Context: an optimization exercise on an open-source flow, tuned for small area. The choices shown serve that exercise and are no tape-out recipe.
Only simulation tests tie the RTL to the original design; equivalence was not proved.
Power figures rest on the tool's default switching activity, not on a simulated workload.

## flow/design.v (module list and top-level ports; edited modules follow where they fit)
// module fir_control: 34 lines
// module fir_fa: 4 lines
// module fir_ha: 4 lines
// module fir_ppn: 3 lines
// module fir_ppp: 3 lines
// module fir_bel_first: 699 lines
// module fir_bel: 797 lines
// module fir_bel_last: 824 lines
// module fir: 56 lines
module fir (clk, rst, we_in, stall, clr, cr_in, data_in, data_out);
  // ...
==> flow/run.sh <==
#!/bin/bash
# synth_recipe.tcl (not shown) runs the flow's synth.tcl, then flattens the netlist and writes it again
# the make line also repeats each setting of config.mk as NAME=value (left out here)
make -C /OpenROAD-flow-scripts/flow DESIGN_CONFIG=/design/flow/config.mk WORK_HOME=/design/flow/orfs CLKGATE_MAP_FILE= SYNTH_SCRIPT=/design/flow/synth_recipe.tcl finish
==> flow/config.mk <==
export PLATFORM = sky130hd
export DESIGN_NAME = fir
export DESIGN_NICKNAME = fir
export VERILOG_FILES = /design/flow/design.v
export SDC_FILE = /design/flow/constraint.sdc
export NUM_CORES = 4
export LEC_CHECK = 0
export CAP_MARGIN = 10
export CELL_PAD_IN_SITES_DETAIL_PLACEMENT = 1
export CELL_PAD_IN_SITES_GLOBAL_PLACEMENT = 2
export CORE_MARGIN = 2
export CORE_UTILIZATION = 40
export SLEW_MARGIN = 10
export SYNTH_HIERARCHICAL = 1
export SYNTH_MINIMUM_KEEP_SIZE = 0
==> flow/constraint.sdc <==
create_clock -name core_clock -period 10.0 [get_ports {clk}]
set_input_delay 2.0000 -clock core_clock [delete_from_list [all_inputs] [get_ports {clk}]]
set_output_delay 2.0000 -clock core_clock [all_outputs]
set_load 0.01 [all_outputs]
==> results.sh, run 1 <==
export IMPL_busiest_layer="met2"
export IMPL_buffers=615
export IMPL_tns_ns=0
export IMPL_buf_share_pct=5.00
export IMPL_seq_cells=827
export IMPL_largest_class="multi-input gates"
export IMPL_synth_commonest_cells="2248 x fa_1, 2160 x a222oi_1, 548 x dfxtp_1"
export IMPL_drt_iter0_drc=22600
export IMPL_grt_pass1_vias=98700
export IMPL_holdWs_ns=0.460
export IMPL_hold_viol_final=0
export IMPL_ys_seq_area_share_pct=18.5
export IMPL_dp_hpwl_um=321000
export IMPL_place_ws_ns=0.208
export IMPL_use_met2_pct=55.0
export IMPL_status="complete, no violations"
export IMPL_yosysUniqueCellTypes=73
export IMPL_drv_slew=0
export IMPL_ctsHtreeMaxLevel=3
export IMPL_clk_latency_ns=0.91
export IMPL_mostFrequentLayoutCell="fa_1"
export IMPL_rsz0062_at_grt="false"
export IMPL_drt_pre_antenna_iters=17
export IMPL_fill_cells=26200
export IMPL_hold_depth=2
export IMPL_critPathLaunchType="primary input"
export IMPL_inv_count=180
export IMPL_drive_gt1_share_pct=12.5
export IMPL_grt_pass1_wl_um=714000
export IMPL_cts_buffers=120
export IMPL_final_cell_mix="2178 x fa_1, 2160 x a222oi_1, 547 x dfxtp_1"
export IMPL_ios=69
export IMPL_tightest_slew_ns=1.24
export IMPL_antenna_found_initial=31
export IMPL_p_seq_share_pct=13.1
==> inputs of run 2 (changes only) <==
--- a/flow/config.mk
+++ b/flow/config.mk
@@ -10,6 +10,8 @@
 export CELL_PAD_IN_SITES_GLOBAL_PLACEMENT = 2
 export CORE_MARGIN = 2
 export CORE_UTILIZATION = 40
+export CTS_BUF_LIST = sky130_fd_sc_hd__clkbuf_4 sky130_fd_sc_hd__clkbuf_8
+export PLACE_DENSITY = 0.5
 export SLEW_MARGIN = 10
 export SYNTH_HIERARCHICAL = 1
 export SYNTH_MINIMUM_KEEP_SIZE = 0
==> results.sh, run 2 <==
export IMPL_ys_ff_latch=827
export IMPL_layout_setup_ws_ns=1.18
export IMPL_final_cell_mix="2178 x fa_1, 2160 x a222oi_1, 547 x dfxtp_1"
export IMPL_wl_per_cell_um=41.0
export IMPL_dp_hpwl_um=321000
export IMPL_drv_slew=0
export IMPL_crit_required_ns=10.91
export IMPL_yosys_cell_count_top_type="fa_1"
export IMPL_max_slew_margin_pct=16.9
export IMPL_clkSinkCount=827
export IMPL_start_util_pct=40.3
export IMPL_num_rows=187
export IMPL_wl_um=492000
export IMPL_grt_pass1_vias=99200
export IMPL_path_class="in -> reg"
export IMPL_r2r_start="coeff[0][3]$_DFFE_PP_"
export IMPL_finalCriticalPeriod_ns=8.82
export IMPL_cts_buffers=184
export IMPL_final_area_um2=119000
export IMPL_port_buffers=64
export IMPL_finalCritPeriodShare_pct=88.2
export IMPL_yosys_warnings=26
export IMPL_clk_pin_slew_ns=0.05
export IMPL_vdd_drop_max_v=0.000254
export IMPL_grt_pass1_wl_um=716000
export IMPL_synth_simple_area_share_pct=6.01
export IMPL_synth_compound_area_share_pct=23.5
export IMPL_drv_cap=0
export IMPL_grt_use_total_pct=36.7
export IMPL_hold_depth=2
export IMPL_ys_flop_type="dfxtp_1"
export IMPL_die_w_um=515
export IMPL_clock_skew_ns=0.0598
export IMPL_synth_commonest_cells="2248 x fa_1, 2160 x a222oi_1, 548 x dfxtp_1"
export IMPL_mostFrequentLayoutCell="fa_1"
export IMPL_clk_latency_ns=1.06
export IMPL_ctsHtreeMaxLevel=4
export IMPL_hold_class="reg -> reg"
export IMPL_drt_pre_antenna_iters=17
export IMPL_rr_worst_depth=16
export IMPL_max_freq_mhz=113
export IMPL_drc=0
export IMPL_drt_iter0_drc=21700
export IMPL_utilization_pct=45.7
export IMPL_rsz0062_at_grt="false"
export IMPL_syn_area_um2=105000
export IMPL_die_area_um2=266000
export IMPL_area_growth_pct=13.4
export IMPL_synth_area_per_cell_um2=13.5
export IMPL_post_cts_setup_buffers=0
export IMPL_grt_ovfl_total=0
export IMPL_hp_start="data_out[4]$_SDFFE_PP0N_"
export IMPL_status="complete, no violations"
export IMPL_synth_edf_count=279
export IMPL_synthAdderAreaFrac_pct=46.2
export IMPL_vias=91200
export IMPL_antenna_found_initial=26
export IMPL_ios=69
export IMPL_hold_viol_final=0
export IMPL_postRouteAntennaNets=0
export IMPL_core_um2=260000
export IMPL_place_area_um2=114000
export IMPL_rr_endpoint="TAP0.rnz$_SDFFE_PP0P_"
export IMPL_drive_gt1_share_pct=13.8
export IMPL_yosysUniqueCellTypes=73
export IMPL_gp_congestion=0.863
export IMPL_cp_max_fo=18
export IMPL_critPathArrivalTime_ns=9.73
export IMPL_die_h_um=515
export IMPL_cts_buffer_depth=4
export IMPL_muxShareOfSynthArea_pct=3.89
export IMPL_regMostFlops="coeff"
export IMPL_via_per_inst=7.59
export IMPL_setup_viol=0
export IMPL_reg2reg_slack_ns=3.30
export IMPL_cellLeakagePower_nw=41.2
export IMPL_synthArstFlopShare_pct=0
export IMPL_tightest_slew_ns=1.24
export IMPL_syn_inst=7764
export IMPL_power_density_nw_per_um2=330
export IMPL_ys_seq_area_share_pct=18.5
export IMPL_place_ws_ns=0.208
export IMPL_synth_top_family_by_area="adder cells"
export IMPL_cts_tree="built"
export IMPL_critPathLaunchType="primary input"
export IMPL_cts_resized=0
export IMPL_hold_buffers=0
export IMPL_tns_ns=0
export IMPL_end_kind="register"
export IMPL_hold_path_end="data_out[4]$_SDFFE_PP0N_"
export IMPL_finalPower_mw=39.1
export IMPL_grt_start_max_net_pins=181
export IMPL_synth_top_area_cell="fa_1"
export IMPL_final_net_count=11000
export IMPL_clock_root_buffer="clkbuf_8"
export IMPL_largest_reg_flops=256
export IMPL_netlist_top_cells_area="fa_1 43%, a222oi_1 21%, dfxtp_1 10%"
export IMPL_synthXorXnorAreaFrac_pct=0.101
export IMPL_synth_top_area_share_pct=43.0
==> run 2: cell counts after synthesis <==
Identical to the previous run, type by type.
==> run 2: per-layer routing <==
metal  GRT usage, %  vias up  wire (um)
met4           16.8       16      22600
met3           11.8     1163      65400
met5              0        -        120
met1           48.2    47900     186000
li1               -    34900          -
met2           54.9     7182     218000
==> run 2: worst max-delay path: stages <==
cell and delay (ns):
buf_8 0.14, ha_1 0.46, o21ai_1 0.12, nor2_2 0.20, o22ai_1 0.24, o311ai_0 0.60, nand3_4 0.36, buf_12 0.29
buf_4 0.19, a222oi_1 0.41, fa_1 0.52, fa_1 0.41, fa_1 0.52, fa_1 0.42, fa_1 0.42, fa_1 0.41
ha_1 0.21, ha_1 0.19, fa_1 0.38, ha_1 0.22, fa_1 0.37, ha_1 0.28, a211o_1 0.29
==> run 2: how the worst max path moves through the flow <==
stage	start	end	cells after the start
global route	data_in[2]	TAP7.r[23]$_SDFFE_PP1P_	23
CTS	data_in[2]	TAP7.r[23]$_SDFFE_PP1P_	23
global placement	data_in[2]	TAP10.r[30]$_SDFFE_PP1P_	23
floorplan	data_in[1]	TAP1.r[30]$_SDFFE_PP1P_	22
detailed placement	data_in[2]	TAP7.r[23]$_SDFFE_PP1P_	23
finish	data_in[2]	TAP7.r[23]$_SDFFE_PP1P_	23
==> run 2: cell families after synthesis <==
family          after synthesis
other cells                   1
simple gates               1172
fa+ha+maj                  2510
buf+inv                     329
compound gates             2520
mux                         393
flops                       827
xor+xnor                     12
==> run 2: layout make-up <==
cell class                      instances  area [um^2]
Clock buffer                          269         3420
Inverter                              180          696
Antenna cell                           46          115
Fill cell                           26300       141000
Timing Repair Buffer                  615         5930
Multi-Input combinational cell       6613        84000
Sequential cell                       827        19300
Clock inverter                         71          802
Tap cell                             3402         4260
==> run 2: power by group <==
part | internal (mW) | total [mW] | switching [mW]
Combinational | 13.6 | 29.4 | 15.8
Sequential | 4.39 | 5.17 | 0.786
Clock | 2.62 | 4.56 | 1.95
==> run 2: per-stage QoR <==
step / instances / hold WS, ns
global route: 12000 / 0.491
CTS: 12000 / 0.467
global placement: 11600 / 0.450
detailed placement: 11600 / 0.458
finish: 12000 / 0.460
floorplan: 7769 / 0.460
==> run 2: modules after synthesis, one instance, submodules excluded, excerpt <==
module	cell area, um^2	cells inside	copies in the design
fir_fa	20.0	1	2246
fir_ppn	10.0	1	2048
fir_bel_last	1020	109	1
fir	10100	598	1
fir_ha	12.5	1	226
fir_control	813	34	1
fir_bel_first	1520	151	1

[port drivers added, routing unchanged]
How much do the figures lean on ideal ports? The routed layouts below were timed once more, with nothing changed but the port constraints.
Step 1 sets driving cells, clkbuf_16 on the clock port and buf_2 on the other inputs (assumed; they add their load-dependent delay and slew).
Step 2 also shifts input and output timing later by t, the mid clock arrival at the registers, as if the neighbouring blocks saw the same clock.
a / b / c = ideal / step 1 / step 2; a / b = the first two.
| run | shift t [ns] | setup slack, ns | hold WS [ns] | worst setup path at the end |
|---|---|---|---|---|
| run 1 | 1.001 | 1.073 / 1.130 / 0.129 | 0.460 / 0.460 / 0.460 | input to register |
| run 2 | 1.131 | 1.179 / 1.234 / 0.103 | 0.460 / 0.460 / 0.460 | input to register |
After both steps setup and hold are still met in every run listed. For run 2, which loses most, drivers alone change the setup slack by +0.055 ns; drivers and shift together by -1.076 ns.
